Background: an optimization exercise with open tools, aiming at small area. Do not read the settings as production practice. Function was checked by simulation only, so behaviour that the tests miss may differ from the original. Power figures rest on the tool's default switching activity, not on a simulated workload.

`flow/config.mk`:
```
export PLATFORM = sky130hd
export DESIGN_NAME = lab_3_register_file
export DESIGN_NICKNAME = lab_3_register_file
export VERILOG_FILES = /design/flow/design.v
export SDC_FILE = /design/flow/constraint.sdc
export NUM_CORES = 4
export LEC_CHECK = 0
export CAP_MARGIN = 20
export CORE_MARGIN = 2
export CORE_UTILIZATION = 30
export SETUP_SLACK_MARGIN = 0.3
export SLEW_MARGIN = 20
```
`flow/constraint.sdc`:
```
create_clock -name core_clock -period 6.0 [get_ports {CLK}]
set_input_delay 1.2000 -clock core_clock [delete_from_list [all_inputs] [get_ports {CLK}]]
set_output_delay 1.2000 -clock core_clock [all_outputs]
set_load 0.01 [all_outputs]
```
`flow/design.v`:
```
module decoder (d0, d1, d2, d3, d4, d5, d6, d7,
                d8, d9, d10, d11, d12, d13, d14, d15, 
                d16, d17, d18, d19, d20, d21, d22, d23,
		d24, d25, d26, d27, d28, d29, d30, d31, 
		selector, enable);
 input enable;					 
 input  [4:0] selector;
 output reg     d0, d1, d2, d3, d4, d5, d6, d7,
  	        d8, d9, d10, d11, d12, d13, d14, d15, 
   	        d16, d17, d18, d19, d20, d21, d22, d23,
	        d24, d25, d26, d27, d28, d29, d30, d31;
 always @(*) begin
  {d31,d30,d29,d28,d27,d26,d25,d24,d23,d22,d21,d20,d19,d18,d17,d16,d15,d14,d13,d12,d11,d10,d9,d8,d7,d6,d5,d4,d3,d2,d1,d0} = 32'b00000000000000000000000000000000;
  if (enable == 1'b1)
  case({selector})
        5'b00000: {d31,d30,d29,d28,d27,d26,d25,d24,d23,d22,d21,d20,d19,d18,d17,d16,d15,d14,d13,d12,d11,d10,d9,d8,d7,d6,d5,d4,d3,d2,d1,d0} = 32'b00000000000000000000000000000000;
	5'b00001: {d31,d30,d29,d28,d27,d26,d25,d24,d23,d22,d21,d20,d19,d18,d17,d16,d15,d14,d13,d12,d11,d10,d9,d8,d7,d6,d5,d4,d3,d2,d1,d0} = 32'b00000000000000000000000000000010;
	5'b00010: {d31,d30,d29,d28,d27,d26,d25,d24,d23,d22,d21,d20,d19,d18,d17,d16,d15,d14,d13,d12,d11,d10,d9,d8,d7,d6,d5,d4,d3,d2,d1,d0} = 32'b00000000000000000000000000000100;
	5'b00011: {d31,d30,d29,d28,d27,d26,d25,d24,d23,d22,d21,d20,d19,d18,d17,d16,d15,d14,d13,d12,d11,d10,d9,d8,d7,d6,d5,d4,d3,d2,d1,d0} = 32'b00000000000000000000000000001000;
	5'b00100: {d31,d30,d29,d28,d27,d26,d25,d24,d23,d22,d21,d20,d19,d18,d17,d16,d15,d14,d13,d12,d11,d10,d9,d8,d7,d6,d5,d4,d3,d2,d1,d0} = 32'b00000000000000000000000000010000;
	5'b00101: {d31,d30,d29,d28,d27,d26,d25,d24,d23,d22,d21,d20,d19,d18,d17,d16,d15,d14,d13,d12,d11,d10,d9,d8,d7,d6,d5,d4,d3,d2,d1,d0} = 32'b00000000000000000000000000100000;
	5'b00110: {d31,d30,d29,d28,d27,d26,d25,d24,d23,d22,d21,d20,d19,d18,d17,d16,d15,d14,d13,d12,d11,d10,d9,d8,d7,d6,d5,d4,d3,d2,d1,d0} = 32'b00000000000000000000000001000000;
	5'b00111: {d31,d30,d29,d28,d27,d26,d25,d24,d23,d22,d21,d20,d19,d18,d17,d16,d15,d14,d13,d12,d11,d10,d9,d8,d7,d6,d5,d4,d3,d2,d1,d0} = 32'b00000000000000000000000010000000;
	5'b01000: {d31,d30,d29,d28,d27,d26,d25,d24,d23,d22,d21,d20,d19,d18,d17,d16,d15,d14,d13,d12,d11,d10,d9,d8,d7,d6,d5,d4,d3,d2,d1,d0} = 32'b00000000000000000000000100000000;
	5'b01001: {d31,d30,d29,d28,d27,d26,d25,d24,d23,d22,d21,d20,d19,d18,d17,d16,d15,d14,d13,d12,d11,d10,d9,d8,d7,d6,d5,d4,d3,d2,d1,d0} = 32'b00000000000000000000001000000000;
	5'b01010: {d31,d30,d29,d28,d27,d26,d25,d24,d23,d22,d21,d20,d19,d18,d17,d16,d15,d14,d13,d12,d11,d10,d9,d8,d7,d6,d5,d4,d3,d2,d1,d0} = 32'b00000000000000000000010000000000;
	5'b01011: {d31,d30,d29,d28,d27,d26,d25,d24,d23,d22,d21,d20,d19,d18,d17,d16,d15,d14,d13,d12,d11,d10,d9,d8,d7,d6,d5,d4,d3,d2,d1,d0} = 32'b00000000000000000000100000000000;
	5'b01100: {d31,d30,d29,d28,d27,d26,d25,d24,d23,d22,d21,d20,d19,d18,d17,d16,d15,d14,d13,d12,d11,d10,d9,d8,d7,d6,d5,d4,d3,d2,d1,d0} = 32'b00000000000000000001000000000000;
	5'b01101: {d31,d30,d29,d28,d27,d26,d25,d24,d23,d22,d21,d20,d19,d18,d17,d16,d15,d14,d13,d12,d11,d10,d9,d8,d7,d6,d5,d4,d3,d2,d1,d0} = 32'b00000000000000000010000000000000;
	5'b01110: {d31,d30,d29,d28,d27,d26,d25,d24,d23,d22,d21,d20,d19,d18,d17,d16,d15,d14,d13,d12,d11,d10,d9,d8,d7,d6,d5,d4,d3,d2,d1,d0} = 32'b00000000000000000100000000000000;
	5'b01111: {d31,d30,d29,d28,d27,d26,d25,d24,d23,d22,d21,d20,d19,d18,d17,d16,d15,d14,d13,d12,d11,d10,d9,d8,d7,d6,d5,d4,d3,d2,d1,d0} = 32'b00000000000000001000000000000000;
	5'b10000: {d31,d30,d29,d28,d27,d26,d25,d24,d23,d22,d21,d20,d19,d18,d17,d16,d15,d14,d13,d12,d11,d10,d9,d8,d7,d6,d5,d4,d3,d2,d1,d0} = 32'b00000000000000010000000000000000;
	5'b10001: {d31,d30,d29,d28,d27,d26,d25,d24,d23,d22,d21,d20,d19,d18,d17,d16,d15,d14,d13,d12,d11,d10,d9,d8,d7,d6,d5,d4,d3,d2,d1,d0} = 32'b00000000000000100000000000000000;
	5'b10010: {d31,d30,d29,d28,d27,d26,d25,d24,d23,d22,d21,d20,d19,d18,d17,d16,d15,d14,d13,d12,d11,d10,d9,d8,d7,d6,d5,d4,d3,d2,d1,d0} = 32'b00000000000001000000000000000000;
	5'b10011: {d31,d30,d29,d28,d27,d26,d25,d24,d23,d22,d21,d20,d19,d18,d17,d16,d15,d14,d13,d12,d11,d10,d9,d8,d7,d6,d5,d4,d3,d2,d1,d0} = 32'b00000000000010000000000000000000;
	5'b10100: {d31,d30,d29,d28,d27,d26,d25,d24,d23,d22,d21,d20,d19,d18,d17,d16,d15,d14,d13,d12,d11,d10,d9,d8,d7,d6,d5,d4,d3,d2,d1,d0} = 32'b00000000000100000000000000000000;
	5'b10101: {d31,d30,d29,d28,d27,d26,d25,d24,d23,d22,d21,d20,d19,d18,d17,d16,d15,d14,d13,d12,d11,d10,d9,d8,d7,d6,d5,d4,d3,d2,d1,d0} = 32'b00000000001000000000000000000000;
	5'b10110: {d31,d30,d29,d28,d27,d26,d25,d24,d23,d22,d21,d20,d19,d18,d17,d16,d15,d14,d13,d12,d11,d10,d9,d8,d7,d6,d5,d4,d3,d2,d1,d0} = 32'b00000000010000000000000000000000;
	5'b10111: {d31,d30,d29,d28,d27,d26,d25,d24,d23,d22,d21,d20,d19,d18,d17,d16,d15,d14,d13,d12,d11,d10,d9,d8,d7,d6,d5,d4,d3,d2,d1,d0} = 32'b00000000100000000000000000000000;
	5'b11000: {d31,d30,d29,d28,d27,d26,d25,d24,d23,d22,d21,d20,d19,d18,d17,d16,d15,d14,d13,d12,d11,d10,d9,d8,d7,d6,d5,d4,d3,d2,d1,d0} = 32'b00000001000000000000000000000000;
	5'b11001: {d31,d30,d29,d28,d27,d26,d25,d24,d23,d22,d21,d20,d19,d18,d17,d16,d15,d14,d13,d12,d11,d10,d9,d8,d7,d6,d5,d4,d3,d2,d1,d0} = 32'b00000010000000000000000000000000;
	5'b11010: {d31,d30,d29,d28,d27,d26,d25,d24,d23,d22,d21,d20,d19,d18,d17,d16,d15,d14,d13,d12,d11,d10,d9,d8,d7,d6,d5,d4,d3,d2,d1,d0} = 32'b00000100000000000000000000000000;
	5'b11011: {d31,d30,d29,d28,d27,d26,d25,d24,d23,d22,d21,d20,d19,d18,d17,d16,d15,d14,d13,d12,d11,d10,d9,d8,d7,d6,d5,d4,d3,d2,d1,d0} = 32'b00001000000000000000000000000000;
	5'b11100: {d31,d30,d29,d28,d27,d26,d25,d24,d23,d22,d21,d20,d19,d18,d17,d16,d15,d14,d13,d12,d11,d10,d9,d8,d7,d6,d5,d4,d3,d2,d1,d0} = 32'b00010000000000000000000000000000;
	5'b11101: {d31,d30,d29,d28,d27,d26,d25,d24,d23,d22,d21,d20,d19,d18,d17,d16,d15,d14,d13,d12,d11,d10,d9,d8,d7,d6,d5,d4,d3,d2,d1,d0} = 32'b00100000000000000000000000000000;
	5'b11110: {d31,d30,d29,d28,d27,d26,d25,d24,d23,d22,d21,d20,d19,d18,d17,d16,d15,d14,d13,d12,d11,d10,d9,d8,d7,d6,d5,d4,d3,d2,d1,d0} = 32'b01000000000000000000000000000000;
	5'b11111: {d31,d30,d29,d28,d27,d26,d25,d24,d23,d22,d21,d20,d19,d18,d17,d16,d15,d14,d13,d12,d11,d10,d9,d8,d7,d6,d5,d4,d3,d2,d1,d0} = 32'b10000000000000000000000000000000;
	default: {d31,d30,d29,d28,d27,d26,d25,d24,d23,d22,d21,d20,d19,d18,d17,d16,d15,d14,d13,d12,d11,d10,d9,d8,d7,d6,d5,d4,d3,d2,d1,d0} = 32'bxxxxxxxxxxxxxxxxxxxxxxxxxxxxxxxx;
	endcase
	if (enable == 0) {d31,d30,d29,d28,d27,d26,d25,d24,d23,d22,d21,d20,d19,d18,d17,d16,d15,d14,d13,d12,d11,d10,d9,d8,d7,d6,d5,d4,d3,d2,d1,d0} = 32'b00000000000000000000000000000000;
	end
endmodule 
module register (Dout, Din, load, CLK, reset);
 input  	      CLK, reset;
 input 		[31:0]Din, load;
 output reg     [31:0]Dout;
  always @(posedge CLK or posedge reset) begin
    if (reset)
	  Dout[31:0] <= 0;
	else if (load)
	  Dout[31:0] <= Din[31:0];
	else
	  Dout[31:0] <= Dout[31:0];
  end
endmodule
module mux (mux_out, selector, reg0,reg1,reg2,reg3,reg4,reg5,reg6,reg7,
			       reg8,reg9,reg10,reg11,reg12,reg13,reg14,reg15,
			       reg16,reg17,reg18,reg19,reg20,reg21,reg22,reg23,
			       reg24,reg25,reg26,reg27,reg28,reg29,reg30,reg31);
 input      [31:0] reg0,reg1,reg2,reg3,reg4,reg5,reg6,reg7,
		   reg8,reg9,reg10,reg11,reg12,reg13,reg14,reg15,
		   reg16,reg17,reg18,reg19,reg20,reg21,reg22,reg23,
		   reg24,reg25,reg26,reg27,reg28,reg29,reg30,reg31;
 input      [4:0]  selector;
 output reg [31:0] mux_out;
 always @(*) begin
 case (selector)
  5'b00000 : mux_out =  reg0;
  5'b00001 : mux_out =  reg1;
  5'b00010 : mux_out =  reg2;
  5'b00011 : mux_out =  reg3;
  5'b00100 : mux_out =  reg4;
  5'b00101 : mux_out =  reg5;
  5'b00110 : mux_out =  reg6;
  5'b00111 : mux_out =  reg7;
  5'b01000 : mux_out =  reg8;
  5'b01001 : mux_out =  reg9;
  5'b01010 : mux_out = reg10;
  5'b01011 : mux_out = reg11;
  5'b01100 : mux_out = reg12;
  5'b01101 : mux_out = reg13;
  5'b01110 : mux_out = reg14;
  5'b01111 : mux_out = reg15;
  5'b10000 : mux_out = reg16;
  5'b10001 : mux_out = reg17;
  5'b10010 : mux_out = reg18;
  5'b10011 : mux_out = reg19;
  5'b10100 : mux_out = reg20;
  5'b10101 : mux_out = reg21;
  5'b10110 : mux_out = reg22;
  5'b10111 : mux_out = reg23;
  5'b11000 : mux_out = reg24;
  5'b11001 : mux_out = reg25;
  5'b11010 : mux_out = reg26;
  5'b11011 : mux_out = reg27;
  5'b11100 : mux_out = reg28;
  5'b11101 : mux_out = reg29;
  5'b11110 : mux_out = reg30;
  5'b11111 : mux_out = reg31;
 endcase
 end
endmodule 
module lab_3_register_file (Da, Db, Dc, CLK, reset, rs1, rs2, rd, wenable);
 input  wire CLK, reset, wenable;
 input  wire [4:0] rs1, rs2, rd;
 input  wire [31:0] Dc;
 output wire [31:0] Da, Db;
 wire        load0, load1, load2, load3, load4, load5, load6, load7,
	     load8, load9, load10, load11, load12, load13, load14, load15,
	     load16, load17, load18, load19, load20, load21, load22, load23,
	     load24, load25, load26, load27, load28, load29, load30, load31;
 wire [31:0] reg0, reg1, reg2, reg3, reg4, reg5, reg6, reg7,
	     reg8, reg9, reg10, reg11, reg12, reg13, reg14, reg15,
	     reg16, reg17, reg18, reg19, reg20, reg21, reg22, reg23,
   	     reg24, reg25, reg26, reg27, reg28, reg29, reg30, reg31;
 decoder decoder1 (.d0(load0), .d1(load1), .d2(load2), .d3(load3), .d4(load4), .d5(load5), .d6(load6), .d7(load7),
						 .d8(load8), .d9(load9), .d10(load10), .d11(load11), .d12(load12), .d13(load13), .d14(load14), .d15(load15), 
						 .d16(load16), .d17(load17), .d18(load18), .d19(load19), .d20(load20), .d21(load21), .d22(load22), .d23(load23),
						 .d24(load24), .d25(load25), .d26(load26), .d27(load27), .d28(load28), .d29(load29), .d30(load30), .d31(load31), 
						 .selector(rd), .enable(wenable));
 register register00 (.Dout(reg0),  .Din(Dc), .load(load0),  .CLK(CLK), .reset(reset));
 register register01 (.Dout(reg1),  .Din(Dc), .load(load1),  .CLK(CLK), .reset(reset));
 register register02 (.Dout(reg2),  .Din(Dc), .load(load2),  .CLK(CLK), .reset(reset));
 register register03 (.Dout(reg3),  .Din(Dc), .load(load3),  .CLK(CLK), .reset(reset));
 register register04 (.Dout(reg4),  .Din(Dc), .load(load4),  .CLK(CLK), .reset(reset));
 register register05 (.Dout(reg5),  .Din(Dc), .load(load5),  .CLK(CLK), .reset(reset));
 register register06 (.Dout(reg6),  .Din(Dc), .load(load6),  .CLK(CLK), .reset(reset));
 register register07 (.Dout(reg7),  .Din(Dc), .load(load7),  .CLK(CLK), .reset(reset));
 register register08 (.Dout(reg8),  .Din(Dc), .load(load8),  .CLK(CLK), .reset(reset));
 register register09 (.Dout(reg9),  .Din(Dc), .load(load9),  .CLK(CLK), .reset(reset));
 register register10 (.Dout(reg10), .Din(Dc), .load(load10), .CLK(CLK), .reset(reset));
 register register11 (.Dout(reg11), .Din(Dc), .load(load11), .CLK(CLK), .reset(reset));
 register register12 (.Dout(reg12), .Din(Dc), .load(load12), .CLK(CLK), .reset(reset));
 register register13 (.Dout(reg13), .Din(Dc), .load(load13), .CLK(CLK), .reset(reset));
 register register14 (.Dout(reg14), .Din(Dc), .load(load14), .CLK(CLK), .reset(reset));
 register register15 (.Dout(reg15), .Din(Dc), .load(load15), .CLK(CLK), .reset(reset));
 register register16 (.Dout(reg16), .Din(Dc), .load(load16), .CLK(CLK), .reset(reset));
 register register17 (.Dout(reg17), .Din(Dc), .load(load17), .CLK(CLK), .reset(reset));
 register register18 (.Dout(reg18), .Din(Dc), .load(load18), .CLK(CLK), .reset(reset));
 register register19 (.Dout(reg19), .Din(Dc), .load(load19), .CLK(CLK), .reset(reset));
 register register20 (.Dout(reg20), .Din(Dc), .load(load20), .CLK(CLK), .reset(reset));
 register register21 (.Dout(reg21), .Din(Dc), .load(load21), .CLK(CLK), .reset(reset));
 register register22 (.Dout(reg22), .Din(Dc), .load(load22), .CLK(CLK), .reset(reset));
 register register23 (.Dout(reg23), .Din(Dc), .load(load23), .CLK(CLK), .reset(reset));
 register register24 (.Dout(reg24), .Din(Dc), .load(load24), .CLK(CLK), .reset(reset));
 register register25 (.Dout(reg25), .Din(Dc), .load(load25), .CLK(CLK), .reset(reset));
 register register26 (.Dout(reg26), .Din(Dc), .load(load26), .CLK(CLK), .reset(reset));
 register register27 (.Dout(reg27), .Din(Dc), .load(load27), .CLK(CLK), .reset(reset));
 register register28 (.Dout(reg28), .Din(Dc), .load(load28), .CLK(CLK), .reset(reset));
 register register29 (.Dout(reg29), .Din(Dc), .load(load29), .CLK(CLK), .reset(reset));
 register register30 (.Dout(reg30), .Din(Dc), .load(load30), .CLK(CLK), .reset(reset));
 register register31 (.Dout(reg31), .Din(Dc), .load(load31), .CLK(CLK), .reset(reset));
 mux muxA (.mux_out(Da), .selector(rs1), .reg0(reg0),.reg1(reg1),.reg2(reg2),.reg3(reg3),.reg4(reg4),.reg5(reg5),.reg6(reg6),.reg7(reg7),
													  .reg8(reg8),.reg9(reg9),.reg10(reg10),.reg11(reg11),.reg12(reg12),.reg13(reg13),.reg14(reg14),.reg15(reg15),
											        .reg16(reg16),.reg17(reg17),.reg18(reg18),.reg19(reg19),.reg20(reg20),.reg21(reg21),.reg22(reg22),.reg23(reg23),
													  .reg24(reg24),.reg25(reg25),.reg26(reg26),.reg27(reg27),.reg28(reg28),.reg29(reg29),.reg30(reg30),.reg31(reg31));
 mux muxB (.mux_out(Db), .selector(rs2), .reg0(reg0),.reg1(reg1),.reg2(reg2),.reg3(reg3),.reg4(reg4),.reg5(reg5),.reg6(reg6),.reg7(reg7),
													  .reg8(reg8),.reg9(reg9),.reg10(reg10),.reg11(reg11),.reg12(reg12),.reg13(reg13),.reg14(reg14),.reg15(reg15),
													  .reg16(reg16),.reg17(reg17),.reg18(reg18),.reg19(reg19),.reg20(reg20),.reg21(reg21),.reg22(reg22),.reg23(reg23),
													  .reg24(reg24),.reg25(reg25),.reg26(reg26),.reg27(reg27),.reg28(reg28),.reg29(reg29),.reg30(reg30),.reg31(reg31));
endmodule 
```
`flow/run.sh`:
```
#!/bin/bash
# synth_recipe.tcl (not shown) runs the flow's synth.tcl, then flattens the netlist and writes it again
# the make line also repeats each setting of config.mk as NAME=value (left out here)
make -C /OpenROAD-flow-scripts/flow DESIGN_CONFIG=/design/flow/config.mk WORK_HOME=/design/flow/orfs CLKGATE_MAP_FILE= SYNTH_SCRIPT=/design/flow/synth_recipe.tcl finish
```
==> summary.txt, run 1 <==
Run status
  – Outcome: complete, no violations

Layout
  – Final Cell Area: 59800 um2
  – Layout cells sized above 1: 37.2%
  – Area grow syn2layout: 18.8%
  – Most common cell after layout, fill and taps aside: mux2_2
  – Post-layout util: 35.8%
  – Nets: 4390
  – Commonest non-fill, non-tap cells in the layout: mux2_2 (1001), dfrtp_1 (992), a22oi_1 (600), and3_1 (377), buf_4 (252)

GRT
  – First-pass GRT wire length: 349 mm
  – Antenna violations before repair: 23
  – Largest net degree at the start of global routing: 140
  – Gr usage total: 28.9%
  – GR Overflow Total: 0
  – Vias in the first global route: 43100

Worst hold path
  – Hold Path Depth: 1
  – Hold Crit Start: register23.Dout[23]
  – WHS Endpoint: register23.Dout[23]
  – Worst min path class: flip-flop to flip-flop

STA
  – Final Setup Violations: 0
  – Setup TNS: 0 ns
  – Final clock skew: 0 ns
  – Worst rel slew slack: 20.4%
  – Final Cycle Share: 96.0%
  – Min Tclk post-route: 5.76 ns
  – RSZ-0062 raised after global routing: true
  – F_max: 174 MHz
  – Final Max Slew Viols: 0
  – Final Hold Vio Count: 0
  – Worst Tran Pin Value: 1.19 ns

Clock tree
  – Hold Buf Count CTS: 0
  – CTS H-tree lvls: 3
  – CTS tree: yes
  – Clk Latency, worst-skew pair: 0.76 ns
  – Bufs on Longest Clock Path: 3
  – Root Driver: clkbuf_16
  – Clock-pin slew on the worst setup and hold paths: 0.06 ns
  – Clock sink count: 992
  – Num CTS Buffers: 104

Placed design
  – Routability cong.: 0.994
  – Dpl hpwl: 158 mm
  – PortBufs: 113
  – Post-DP Area: 55700 um2

Synthesis
  – Register area share after synthesis: 49.3%
  – Yosys reg bits: 992
  – Post-Syn Area: 50400 um2
  – Unique cell type count in the Yosys netlist: 65
  – Syn_nets: 4304
  – EDFF count, synth: 0
  – Cells after Synth: 4254
  – Main synth FF type: dfrtp_1
  – Mean post-synth cell area: 11.8 um2
  – Yosys warnings: 35
  – Ys async rst share: 100%

Worst setup path
  – R2R Path Start: register01.Dout[28]
  – Critical Path Sink Type: output pin
  – Worst R2R Path Depth: 1
  – Reg2reg end: register01.Dout[28]
  – Reg2reg setup slack: 5.14 ns
  – CP startpoint kind: input port
  – WS Path Type: input port to output pin
  – Worst Path Max Fanout: 28
  – Data arrival, critical path: 4.56 ns
  – Crit path required time: 4.80 ns

Drt
  – Antenna viol nets, final: 0
  – Initial DRC count: 6920
  – DRT Pass-1 Iters: 10
  – Vias/cell: 6.71
  – Final wirelength: 253 mm
  – Remaining DRCs: 0
  – Post-DR wirelength/cell: 38.1 um
  – Vias: 44600

Power and ir drop
  – PD cells: 318 nW/um2
  – P_leak: 26.9 nW
  – Maximum vdd drop: 0.000253 V

Die
  – Die Area: 171000 um2
  – Site Rows: 150
  – Total core area: 167000 um2
  – Initial Util: 30.2%
  – I/O pin cnt: 114
  – Horiz. Die Dim: 414 um
  – Die H: 414 um

Run
  – Number of max-cap violations: 0
-- per-layer routing --
| layer | vias to the layer above | GRT usage, % | part of all wire, % |
|---|---|---|---|
| li1 | 16700 | - | - |
| met1 | 22800 | 35.4 | 36 |
| met2 | 3849 | 41.6 | 42 |
| met3 | 1289 | 10.4 | 13 |
| met4 | 20 | 21.1 | 8.9 |
| met5 | - | 0.735 | 0.11 |
-- power breakdown --
part / switching [mW] / internal [mW] / total, mW
clock: 2.98 / 3.80 / 6.79
sequential: 1.26 / 8.00 / 9.26
combinational: 1.44 / 1.54 / 2.97
total: 5.68 / 13.3 / 19.0
-- what timing repair did --
action / CTS / global route
gates resized for setup: 25 / 47
gates cloned: 0 / 2
endpoints found under the setup margin: 55 / 53
pin swaps: 6 / 7
buffers inserted: 18 / 12
-- through the flow --
stage	hold slack [ns]	std cells	total power [mW]	worst slack [ns]
2_1_floorplan	0.485	4254	10.7	-8.87
3_3_place_gp	0.496	6403	12.1	-0.252
3_5_place_dp	0.502	6404	12.2	-0.248
4_1_cts	0.516	6615	18.9	0.257
5_1_grt	0.532	6634	19.6	0.255
6_report	0.518	6652	19.0	0.240
-- worst max-delay path: stages --
cell and delay (ns):
clkdlybuf4s50_1 0.45, buf_12 0.18, and2_4 0.34, and2_2 0.31, buf_12 0.20, a2111oi_1 0.62, nand3_1 0.16, or4_1 0.50
clkdlybuf4s50_1 0.51
-- cell type report --
cell class | count | area [um2]
clock inverter | 37 | 490
tap | 2204 | 2760
timing repair buffer | 434 | 4330
inverter | 6 | 26.3
antenna | 21 | 52.6
multi-input combinational | 2802 | 24300
clock buffer | 156 | 3020
sequential | 992 | 24800
fill | 16400 | 107000
-- synthesized netlist by cell type, drive strengths merged, types with 3 or more instances --
| cell type | instances | area [um2] |
|---|---|---|
| a2bb2oi | 16 | 140 |
| a22o | 17 | 149 |
| a2111oi | 125 | 1160 |
| nand2b | 5 | 31.3 |
| nand2 | 58 | 218 |
| nand3 | 207 | 1040 |
| nor3b | 11 | 93.8 |
| a21oi | 9 | 45.0 |
| a211oi | 3 | 22.5 |
| clkbuf | 354 | 1330 |
| mux2 | 1001 | 11300 |
| a32oi | 9 | 78.8 |
| mux2i | 9 | 90.1 |
| nand4bb | 3 | 33.8 |
| o22ai | 3 | 18.8 |
| nand3b | 17 | 131 |
| or4 | 62 | 465 |
| and3b | 7 | 68.8 |
| a222oi | 31 | 310 |
| nand4b | 5 | 43.8 |
| dfrtp | 992 | 24800 |
| a22oi | 600 | 4500 |
| o2111ai | 4 | 35.0 |
| nor3 | 16 | 80.1 |
| o211ai | 4 | 30.0 |
| a221oi | 6 | 52.6 |
| nand4 | 72 | 450 |
| or3b | 3 | 26.3 |
| nor2b | 11 | 83.8 |
| o21ai | 8 | 40.0 |
| inv | 6 | 22.5 |
| and3 | 379 | 2370 |
| nor2 | 47 | 176 |
| and2 | 25 | 161 |
| or3 | 5 | 31.3 |
| buf | 101 | 553 |
-- cell families after synthesis --
logic type,after synthesis,synth area share (%)
AOI/OAI and AO/OA,849,13.3
muxes,1010,22.6
DFF,992,49.3
and+or+nand+nor,942,11.1
buffers and inverters,461,3.78
-- how the worst max path moves through the flow --
| stage | from | endpoint | slack (ns) |
|---|---|---|---|
| 3_3_place_gp | rs1[1] | Da[20] | -0.25 |
| 2_1_floorplan | reset | register01.Dout[0] | -8.87 |
| 4_1_cts | rs2[1] | Db[30] | 0.26 |
| 3_5_place_dp | rs1[1] | Da[20] | -0.25 |
| 6_report | rs1[2] | Da[27] | 0.24 |
| 5_1_grt | rs2[1] | Db[13] | 0.26 |
==> inputs of run 2 (changes only) <==
==> flow/design.v (replaced) <==
module wdec (
  input  wire        enable,
  input  wire [4:0]  selector,
  output wire [31:1] load,
  output wire [31:1] load_n
);
  genvar i;
  generate
    for (i = 1; i < 32; i = i + 1) begin : g
      assign load[i]   = enable & (selector == i);
      assign load_n[i] = ~(enable & (selector == i));
    end
  endgenerate
endmodule
module rdec (
  input  wire [4:0]  selector,
  input  wire [31:1] valid,
  output wire [31:1] sel
);
  genvar i;
  generate
    for (i = 1; i < 32; i = i + 1) begin : g
      assign sel[i] = valid[i] & (selector == i);
    end
  endgenerate
endmodule
module hold_bit (
  input  wire load,
  input  wire load_n,
  input  wire din,
  input  wire q,
  output wire d
);
  assign d = (load & din) | (load_n & q);
endmodule
module aoi3 (
  input  wire s0, d0, s1, d1, s2, d2,
  output wire y
);
  assign y = ~((s0 & d0) | (s1 & d1) | (s2 & d2));
endmodule
module nand_1 (
  input  wire s0, d0,
  output wire y
);
  assign y = ~(s0 & d0);
endmodule
module nand11 (
  input  wire [10:0] a,
  output wire        y
);
  assign y = ~(&a);
endmodule
module mux_bit (
  input  wire [31:1] sel,
  input  wire [31:1] data,
  output wire        y
);
  wire [10:0] t;
  genvar k;
  generate
    for (k = 0; k < 10; k = k + 1) begin : g
      aoi3 u (.s0(sel[3*k+1]), .d0(data[3*k+1]),
               .s1(sel[3*k+2]), .d1(data[3*k+2]),
               .s2(sel[3*k+3]), .d2(data[3*k+3]), .y(t[k]));
    end
  endgenerate
  nand_1 u31 (.s0(sel[31]), .d0(data[31]), .y(t[10]));
  nand11 uo (.a(t), .y(y));
endmodule
module lab_3_register_file (Da, Db, Dc, CLK, reset, rs1, rs2, rd, wenable);
 input  wire CLK, reset, wenable;
 input  wire [4:0] rs1, rs2, rd;
 input  wire [31:0] Dc;
 output wire [31:0] Da, Db;
 wire [31:1] load, load_n, sel1, sel2;
 reg  [31:1] valid;
 wdec decw (.enable(wenable), .selector(rd), .load(load), .load_n(load_n));
 rdec dec1 (.selector(rs1), .valid(valid), .sel(sel1));
 rdec dec2 (.selector(rs2), .valid(valid), .sel(sel2));
 always @(posedge CLK or posedge reset)
   if (reset) valid <= 31'd0;
   else       valid <= valid | load;
 wire [31:1] col [0:31];
 genvar i, b;
 generate
   for (i = 1; i < 32; i = i + 1) begin : r
     reg  [31:0] q;
     wire [31:0] d;
     for (b = 0; b < 32; b = b + 1) begin : h
       hold_bit hb (.load(load[i]), .load_n(load_n[i]), .din(Dc[b]), .q(q[b]), .d(d[b]));
       assign col[b][i] = q[b];
     end
     always @(posedge CLK) q <= d;
   end
   for (b = 0; b < 32; b = b + 1) begin : c
     mux_bit ma (.sel(sel1), .data(col[b]), .y(Da[b]));
     mux_bit mb (.sel(sel2), .data(col[b]), .y(Db[b]));
   end
 endgenerate
endmodule
--- a/flow/config.mk
+++ b/flow/config.mk
@@ -8,5 +8,7 @@
 export CAP_MARGIN = 20
 export CORE_MARGIN = 2
-export CORE_UTILIZATION = 30
+export CORE_UTILIZATION = 50
 export SETUP_SLACK_MARGIN = 0.3
 export SLEW_MARGIN = 20
+export SYNTH_HIERARCHICAL = 1
+export SYNTH_MINIMUM_KEEP_SIZE = 0
==> run 2 against run 1 <==
Sequential share of layout area up 2.2 points. Wire length down 23%. Via count down 9.3%. Largest cell class unchanged. Highest routed layer unchanged.
==> summary.txt, run 2 <==
Run status
  – Outcome: complete, no violations

Placed design
  – Routability cong.: 0.948 (-4.6%)
  – PortBufs: 113 (unchanged)
  – Post-DP Area: 43300 um2 (-22%)
  – Dpl hpwl: 109 mm (-31%)
  – Inst Count DP: 4519 (-29%)

Layout
  – Max reg flops: 992
  – Final Cell Area: 47300 um2 (-21%)
  – Top Registers: r.q x992, valid x31
  – Layout cells sized above 1: 12.2% (-25 points)
  – Post-route insts no fill: 4729 (-29%)
  – Nets: 3642 (-17%)
  – Commonest non-fill, non-tap cells in the layout: a22o_1 (992), dfxtp_1 (992), a222oi_1 (640), buf_4 (139), nand4_1 (129)
  – Most flop-heavy register: r.q
  – Area grow syn2layout: 21.8%

Synthesis
  – Synth top area cells: dfxtp_1 (51%), a22o_1 (22%), a222oi_1 (17%)
  – Proportion of synthesized area in mux cells: 0% (-23 points)
  – Xor/xnor cell area share of the yosys netlist: 0% (unchanged)
  – Register area share after synthesis: 53.2% (+3.9 points)
  – Ys async rst share: 3.03% (-97 points)
  – Adder-Cell Fraction of Synth Area: 0% (unchanged)
  – Post-Syn Area: 38800 um2 (-23%)
  – Synth top cells by count: a22o_1 (992), dfxtp_1 (992), a222oi_1 (640), nand4_1 (129), nand2_1 (96)
  – Mean post-synth cell area: 12.1 um2 (+2.5%)
  – EDFF count, synth: 0 (unchanged)
  – Largest family of logic cells by synthesized area: compound AO/OA/AOI/OAI gates
  – Post-Synth Simple-Gate Area: 7.83% (-3.2 points)
  – Post-synthesis compound-gate area fraction: 38.9% (+26 points)
  – Yosys reg bits: 1023 (+3.1%)
  – Main synth FF type: dfxtp_1
  – Syn_nets: 3247 (-25%)
  – Unique cell type count in the Yosys netlist: 30 (-54%)
  – Yosys warnings: 7 (-80%)
  – Synth area leader: dfxtp_1
  – Cells after Synth: 3197 (-25%)
  – Synth top area share: 51.2% (+1.9 points)

Drt
  – DRT met1 WL: 68.3 mm (-25%)
  – DRT Pass-1 Iters: 13 (+3)
  – Final wirelength: 195 mm (-23%)
  – Remaining DRCs: 0 (unchanged)
  – Antenna viol nets, final: 0 (unchanged)
  – Max Used Layer: met5
  – Met3 wire length: 31.1 mm (-7.6%)
  – DR WL met2: 78.9 mm (-26%)
  – Post-DR wirelength/cell: 41.3 um (+8.5%)
  – Vias/cell: 8.56 (+28%)
  – Initial DRC count: 10500 (+52%)
  – Vias: 40500 (-9.3%)

Power and ir drop
  – PD cells: 393 nW/um2 (+24%)
  – P_leak: 19.3 nW (-28%)
  – Maximum vdd drop: 0.000287 V (+13%)

Worst setup path
  – Reg2reg end: valid[8]
  – R2R Path Start: valid[8]
  – Critical path, cell by cell: dlymetal6s2s_1, and3b_2, and3_1, buf_4, a222oi_1, nand4_1, or3_1, clkdlybuf4s50_1
  – Crit path max-delay family: simple AND/OR/NAND/NOR gates
  – Reg2reg setup slack: 5.23 ns (+0.09 ns)
  – Critical Path Sink Type: output pin
  – Crit path required time: 4.80 ns (about the same)
  – Worst R2R Path Depth: 1 (unchanged)
  – Worst Path Max Fanout: 32 (+14%)
  – CP max stage delay: 0.69 ns (+0.07 ns)
  – CP max stage cell: nand4_1
  – WS Path Type: input port to output pin
  – CP Buf/Inv Count: 3 (-1)
  – Data arrival, critical path: 4.41 ns (-0.15 ns)
  – CP startpoint kind: input port

Clock tree
  – CTS H-tree lvls: 3 (unchanged)
  – Bufs on Longest Clock Path: 3 (unchanged)
  – Root Driver: clkbuf_16
  – Num CTS Buffers: 105 (+0.96%)
  – Clock sink count: 1023 (+3.1%)
  – Hold Buf Count CTS: 0 (unchanged)
  – CTS tree: yes
  – Post-CTS setup buffers: 0 (-18)
  – Clock-pin slew on the worst setup and hold paths: 0.06 ns (about the same)
  – Clk Latency, worst-skew pair: 0.67 ns (-0.09 ns)

Die
  – Initial Util: 50.3% (+20 points)
  – Total core area: 77200 um2 (-54%)
  – Site Rows: 102 (-32%)
  – Die Area: 79900 um2 (-53%)
  – Die H: 283 um (-32%)
  – I/O pin cnt: 114 (unchanged)
  – Horiz. Die Dim: 283 um (-32%)

STA
  – Final Setup Violations: 0 (unchanged)
  – Final Cycle Share: 93.4% (-2.6 points)
  – F_max: 178 MHz (+2.8%)
  – Worst Tran Pin Value: 1.26 ns (+0.0699 ns)
  – Worst rel slew slack: 15.8% (-4.6 points)
  – RSZ-0062 raised after global routing: false
  – Final Hold Vio Count: 0 (unchanged)
  – Setup TNS: 0 ns (unchanged)
  – Min Tclk post-route: 5.61 ns (-0.154 ns)
  – Final clock skew: 0 ns (unchanged)
  – Final Max Slew Viols: 0 (unchanged)

Worst hold path
  – WHS Endpoint: valid[26]
  – Worst min path class: flip-flop to flip-flop
  – Hold Crit Start: valid[26]
  – Hold Path Depth: 1 (unchanged)

GRT
  – Antenna violations before repair: 15 (-35%)
  – Gr usage total: 47.0% (+18 points)
  – GR Overflow Total: 0 (unchanged)
  – Vias in the first global route: 38700 (-10%)
  – First-pass GRT wire length: 272 mm (-22%)
  – Largest net degree at the start of global routing: 34 (-76%)

Run
  – Number of max-cap violations: 0 (unchanged)
==> run 2: logic make-up (layout without fill, tap and decap cells) <==
| kind of cell | Yosys count | in the layout |
|---|---|---|
| compound gates | 1632 | 1632 |
| flops | 1023 | 1023 |
| other cells | 0 | 10 |
| buf+inv | 11 | 493 |
| simple gates | 531 | 531 |
==> run 2: how the worst max path moves through the flow <==
stage / from / end / slack [ns] / cells past startpoint
after global placement: rs2[0] / Db[2] / 0.19 / 8
after detailed placement: rs2[0] / Db[2] / 0.1 / 8
after CTS: rs2[0] / Db[2] / 0.30 / 8
after global routing: rs1[4] / Da[4] / 0.41 / 8
final: rs2[1] / Db[4] / 0.39 / 8
after floorplan: rs1[1] / Da[0] / 2.06 / 5
==> run 2: what timing repair did <==
item / CTS / global route
pin swaps: 6 / 5
resized for setup: 5 / 20
endpoints found under the setup margin: 19 / 39
==> run 2: layout make-up <==
class / instances / area (um2)
repair buffers: 298 / 3130
diodes: 10 / 25.0
clock buffers: 151 / 3140
clock inverters: 43 / 602
well taps: 1040 / 1300
flip-flops and latches: 1023 / 20600
inverters: 1 / 3.75
fillers: 6087 / 29900
multi-input cells: 2163 / 18400
==> run 2: through the flow <==
stage	power (mW)	worst slack (ns)	utilization (%)	hold slack (ns)
2_1_floorplan	10.4	2.06	-	0.437
3_3_place_gp	11.3	0.190	55.9	0.458
3_5_place_dp	11.4	0.0982	56.0	0.457
4_1_cts	18.4	0.303	60.9	0.476
5_1_grt	19.1	0.405	61.2	0.488
6_report	18.6	0.395	61.2	0.469
==> run 2: per-module statistics from Yosys, one instance, submodules excluded, a selection <==
module | times used | area (um2)
aoi3 | 640 | 10.0
hold_bit | 992 | 8.76
lab_3_register_file | 1 | 20800
nand11 | 64 | 23.8
rdec | 2 | 318
wdec | 1 | 492
nand_1 | 64 | 3.75
==> run 2: power breakdown <==
part	total, mW	internal (mW)	switching (mW)
Combinational	2.20	1.20	1.00
Sequential	9.29	8.17	1.13
Clock	7.11	4.23	2.88
Total	18.6	13.6	5.01
==> run 2: metal layers <==
layer / global-route usage (%) / up-vias
met5: 0.183 / -
li1: - / 15600
met2: 65.9 / 4223
met3: 17.4 / 1130
met1: 58.4 / 19500
met4: 35.6 / 12
==> inputs of run 3 (changes only) <==
==> flow/flow/run.sh (new file) <==
#!/bin/bash
# Layout flow: the standard synthesis and layout (standard.sh), with
#  - port buffers of the smallest buffer cell instead of the default choice,
#  - clock tree synthesis without dummy loads and with larger leaf clusters
#    of clkbuf_8, and no repair_timing right after CTS (the design has
#    slack; later stages still repair timing as usual).
# Each step's full output goes to its own log here; ORFS also keeps its
# per-stage logs under orfs/logs.
set -euo pipefail
bash standard.sh synth > synth.log 2>&1
bash standard.sh \
  "BUFFER_PORTS_ARGS=-buffer_cell sky130_fd_sc_hd__buf_1" \
  "CTS_ARGS=-sink_clustering_enable -repair_clock_nets -dont_use_dummy_load -buf_list sky130_fd_sc_hd__clkbuf_8 -sink_clustering_size 18 -sink_clustering_max_diameter 80" \
  SKIP_CTS_REPAIR_TIMING=1 \
  finish > layout.log 2>&1
==> flow/standard.sh (new file) <==
#!/bin/bash
# synth_recipe.tcl (not shown) runs the flow's synth.tcl, then flattens the netlist and writes it again
# the make line also repeats each setting of config.mk as NAME=value (left out here)
make -C /OpenROAD-flow-scripts/flow DESIGN_CONFIG=/design/flow/config.mk WORK_HOME=/design/flow/orfs CLKGATE_MAP_FILE= SYNTH_SCRIPT=/design/flow/synth_recipe.tcl "${@:-finish}"
--- a/flow/config.mk
+++ b/flow/config.mk
@@ -6,9 +6,10 @@
 export NUM_CORES = 4
 export LEC_CHECK = 0
-export CAP_MARGIN = 20
+export CAP_MARGIN = 10
 export CORE_MARGIN = 2
 export CORE_UTILIZATION = 50
-export SETUP_SLACK_MARGIN = 0.3
-export SLEW_MARGIN = 20
+export GPL_TIMING_DRIVEN = 0
+export SETUP_SLACK_MARGIN = 0.1
+export SLEW_MARGIN = 10
 export SYNTH_HIERARCHICAL = 1
 export SYNTH_MINIMUM_KEEP_SIZE = 0
removed: flow/run.sh
==> run 3 against run 2 <==
Still clean. Register-to-register slack barely moved. Cell count fell by 3.6%. Utilization fell by 3.1 points. Clock skew did not move.
==> summary.txt, run 3 <==
Run status
  – Outcome: complete, no violations

Drt
  – Vias: 39800 (-1.7%)
  – Final wirelength: 195 mm (-0.45%)
  – Remaining DRCs: 0 (unchanged)
  – Initial DRC count: 9815 (-6.5%)
  – DRT Pass-1 Iters: 15 (+2)
  – Post-DR wirelength/cell: 42.7 um (+3.3%)
  – Antenna viol nets, final: 0 (unchanged)
  – Vias/cell: 8.74 (+2.0%)

Synthesis
  – Register area share after synthesis: 53.2% (unchanged)
  – Synth top area share: 51.2% (unchanged)
  – Post-Syn Area: 38800 um2 (unchanged)
  – Syn_nets: 3247 (unchanged)
  – EDFF count, synth: 0 (unchanged)
  – Synth area leader: dfxtp_1
  – Cells after Synth: 3197 (unchanged)
  – Yosys warnings: 7 (unchanged)
  – Unique cell type count in the Yosys netlist: 30 (unchanged)
  – Main synth FF type: dfxtp_1
  – Ys async rst share: 3.03% (unchanged)
  – Yosys reg bits: 1023 (unchanged)
  – Mean post-synth cell area: 12.1 um2 (unchanged)
  – Synth top cells by count: a22o_1 (992), dfxtp_1 (992), a222oi_1 (640), nand4_1 (129), nand2_1 (96)
  – Synth top area cells: dfxtp_1 (51%), a22o_1 (22%), a222oi_1 (17%)

GRT
  – GR Overflow Total: 0 (unchanged)
  – Gr usage total: 46.8% (-0.21 points)
  – GR Layer Usage met2: 65.3% (-0.56 points)
  – Met3 Use GR: 19.5% (+2.0 points)
  – Vias in the first global route: 38900 (+0.56%)
  – Antenna violations before repair: 16 (+1)
  – First-pass GRT wire length: 271 mm (-0.35%)
  – Largest net degree at the start of global routing: 32 (-5.9%)
  – Grt met1 use: 57.5% (-0.89 points)
  – Most Crowded Layer GR: met2

Worst setup path
  – WS Path Type: input port to output pin
  – Crit path required time: 4.80 ns (about the same)
  – Critical Path Sink Type: output pin
  – Most frequent CP cell: buf_1
  – Worst R2R Path Depth: 1 (unchanged)
  – CP startpoint kind: input port
  – CP max stage cell: nand4_1
  – R2R Path Start: valid[12]
  – Reg2reg setup slack: 5.23 ns (about the same)
  – Worst Path Max Fanout: 19 (-41%)
  – CP max stage delay: 0.61 ns (-0.08 ns)
  – Critical path, cell by cell: buf_1, and3b_2, and3_2, buf_12, a222oi_1, nand4_1, or3_1, buf_1
  – Reg2reg end: valid[12]
  – Data arrival, critical path: 4.14 ns (-0.27 ns)

STA
  – Final Setup Violations: 0 (unchanged)
  – Worst rel slew slack: 26.1% (+10 points)
  – Min Tclk post-route: 5.34 ns (-0.264 ns)
  – RSZ-0062 raised after global routing: false
  – Hold WS: 0.484 ns (+0.0146 ns)
  – Worst Tran Pin Value: 1.11 ns (-0.151 ns)
  – Final Cycle Share: 89.0% (-4.4 points)
  – Final clock skew: 0 ns (unchanged)
  – F_max: 187 MHz (+4.9%)
  – Final Max Slew Viols: 0 (unchanged)
  – Final Hold Vio Count: 0 (unchanged)
  – Setup TNS: 0 ns (unchanged)

Die
  – Die Area: 79900 um2 (unchanged)
  – Die H: 283 um (unchanged)
  – Total core area: 77200 um2 (unchanged)
  – Horiz. Die Dim: 283 um (unchanged)
  – Initial Util: 50.3% (unchanged)
  – I/O pin cnt: 114 (unchanged)
  – Site Rows: 102 (unchanged)

Placed design
  – Routability cong.: 0.929 (-2.0%)
  – PortBufs: 113 (unchanged)
  – Inst Count DP: 4479 (-0.89%)
  – Dpl hpwl: 126 mm (+15%)

Clock tree
  – Clk Latency, worst-skew pair: 0.70 ns (+0.03 ns)
  – Clock-pin slew on the worst setup and hold paths: 0.11 ns (+0.05 ns)
  – Clock sink count: 1023 (unchanged)
  – Num CTS Buffers: 67 (-36%)
  – CTS H-tree lvls: 3 (unchanged)
  – Root Driver: clkbuf_8
  – Bufs on Longest Clock Path: 3 (unchanged)
  – CTS tree: yes

Power and ir drop
  – PD cells: 325 nW/um2 (-17%)
  – P_leak: 17.8 nW (-7.4%)
  – Maximum vdd drop: 0.000185 V (-35%)

Worst hold path
  – Hold Path Depth: 1 (unchanged)
  – Worst min path class: flip-flop to flip-flop
  – WHS Endpoint: valid[9]
  – Hold Crit Start: valid[9]

Layout
  – Commonest non-fill, non-tap cells in the layout: a22o_1 (992), dfxtp_1 (992), a222oi_1 (640), nand4_1 (129), buf_1 (82)
  – Layout cells sized above 1: 10.7% (-1.5 points)
  – Max reg flops: 992 (unchanged)
  – Most flop-heavy register: r.q
  – Nets: 3558 (-2.3%)
  – Post-route insts no fill: 4559 (-3.6%)
  – Area grow syn2layout: 15.6%
  – Top Registers: r.q x992, valid x31
  – Filler cells: 6332 (+4.0%)

Run
  – Number of max-cap violations: 0 (unchanged)
run 3: cell types whose count changed in the layout (fill, tap and decap cells not counted), sizes merged:
cell,previous run,this run
clkdlybuf4s50,101,0
clkbuf,151,73
buf,187,246
clkinv,21,0
bufinv,14,0
dlymetal6s2s,10,0
clkinvlp,5,0
diode,10,13
inv,4,1
run 3: kinds of logic (layout without fill, tap and decap cells):
kind of cell,count (synthesis),after routing,share of synthesized area (%)
AOI/OAI and AO/OA,1632,1632,38.9
DFF,1023,1023,53.2
and+or+nand+nor,531,531,7.83
buffers and inverters,11,320,0.119
other,0,13,0
run 3: layout make-up:
class / instances / area [um2] / area share [%]
sequential: 1023 / 20600 / 46.0
multi-input combinational: 2163 / 18500 / 41.3
timing repair buffer: 242 / 3410 / 7.60
tap: 1040 / 1300 / 2.90
clock buffer: 67 / 922 / 2.06
buffer: 10 / 42.5 / 0.0948
antenna: 13 / 32.5 / 0.0725
inverter: 1 / 3.75 / 0.00837
run 3: how the worst max path moves through the flow:
stage	startpoint	end	slack, ns
6_report	rs1[1]	Da[1]	0.66
5_1_grt	rs2[1]	Db[29]	0.60
4_1_cts	rs2[1]	Db[16]	0.87
3_5_place_dp	rs2[1]	Db[16]	0.87
3_3_place_gp	rs2[4]	Db[14]	0.18
2_1_floorplan	rs1[1]	Da[0]	2.06
run 3: per-stage QoR:
step                utilization, %  instance area [um2]  setup WS, ns  power, mW
floorplan                        -                38800          2.06       10.4
global placement              52.5                40500         0.176       11.0
global route                  58.1                44800         0.602       15.0
finish                        58.1                44900         0.659       14.6
CTS                           58.1                44800         0.865       14.4
detailed placement            56.9                43900         0.873       11.3
run 3: report_power, final:
group          switching [mW]  total [mW]  leakage (nW)  internal [mW]
registers                1.09        9.24          8.61           8.15
clock network            2.23        3.24         0.482           1.01
logic                    1.01        2.10          8.75           1.09
total                    4.32        14.6          17.8           10.3
run 3: worst max-delay path, delay by kind of cell:
family          cells  cell delay, ns
compound gates      1            0.41
simple gates        4            1.87
buf+inv             3            0.63
run 3: per-module statistics from Yosys (local to each module, per instance), a selection:
module / cells inside / copies in the design / area, um2
lab_3_register_file: 1055 / 1 / 20800
rdec: 47 / 2 / 318
nand11: 4 / 64 / 23.8
aoi3: 1 / 640 / 10.0
wdec: 96 / 1 / 492
hold_bit: 1 / 992 / 8.76
run 3: metal layers:
layer | vias up | part of all wire, %
met4 | 12 | 8.3
met1 | 19500 | 35
li1 | 15300 | -
met2 | 4045 | 40
met5 | - | 0.042
met3 | 944 | 17

[port drivers added, routing unchanged]
The flow's constraints put no driver on any port. The routed layouts listed below were extracted and timed again, unchanged, in two steps.
Step 1 assumes that a clkbuf_16 drives the clock port and a buf_2 every other input.
Step 2 adds t to the input delays and takes it off the output delays; t is the mean of the earliest and latest rising clock arrival at the registers after step 1. Input paths then give back, and output paths get back, about the clock's delay inside the block.
Slacks: ideal / step 1 / step 2; pairs: ideal / step 1.
run	t (ns)	setup WS [ns]	worst hold slack (ns)	latest minus earliest clock arrival (ns)	cell pins on the clock port's net
run 1	0.837	0.240 / 0.217 / 0.217	0.518 / 0.518 / 0.518	0.045 / 0.046	1
run 2	0.748	0.395 / 0.375 / 0.375	0.469 / 0.469 / 0.469	0.019 / 0.019	1
run 3	0.787	0.659 / 0.623 / 0.623	0.484 / 0.484 / 0.484	0.075 / 0.074	1
After both steps setup and hold are still met in every run listed. The setup slack of run 3, which loses most, moves by -0.036 ns with the drivers and by -0.036 ns with both steps.
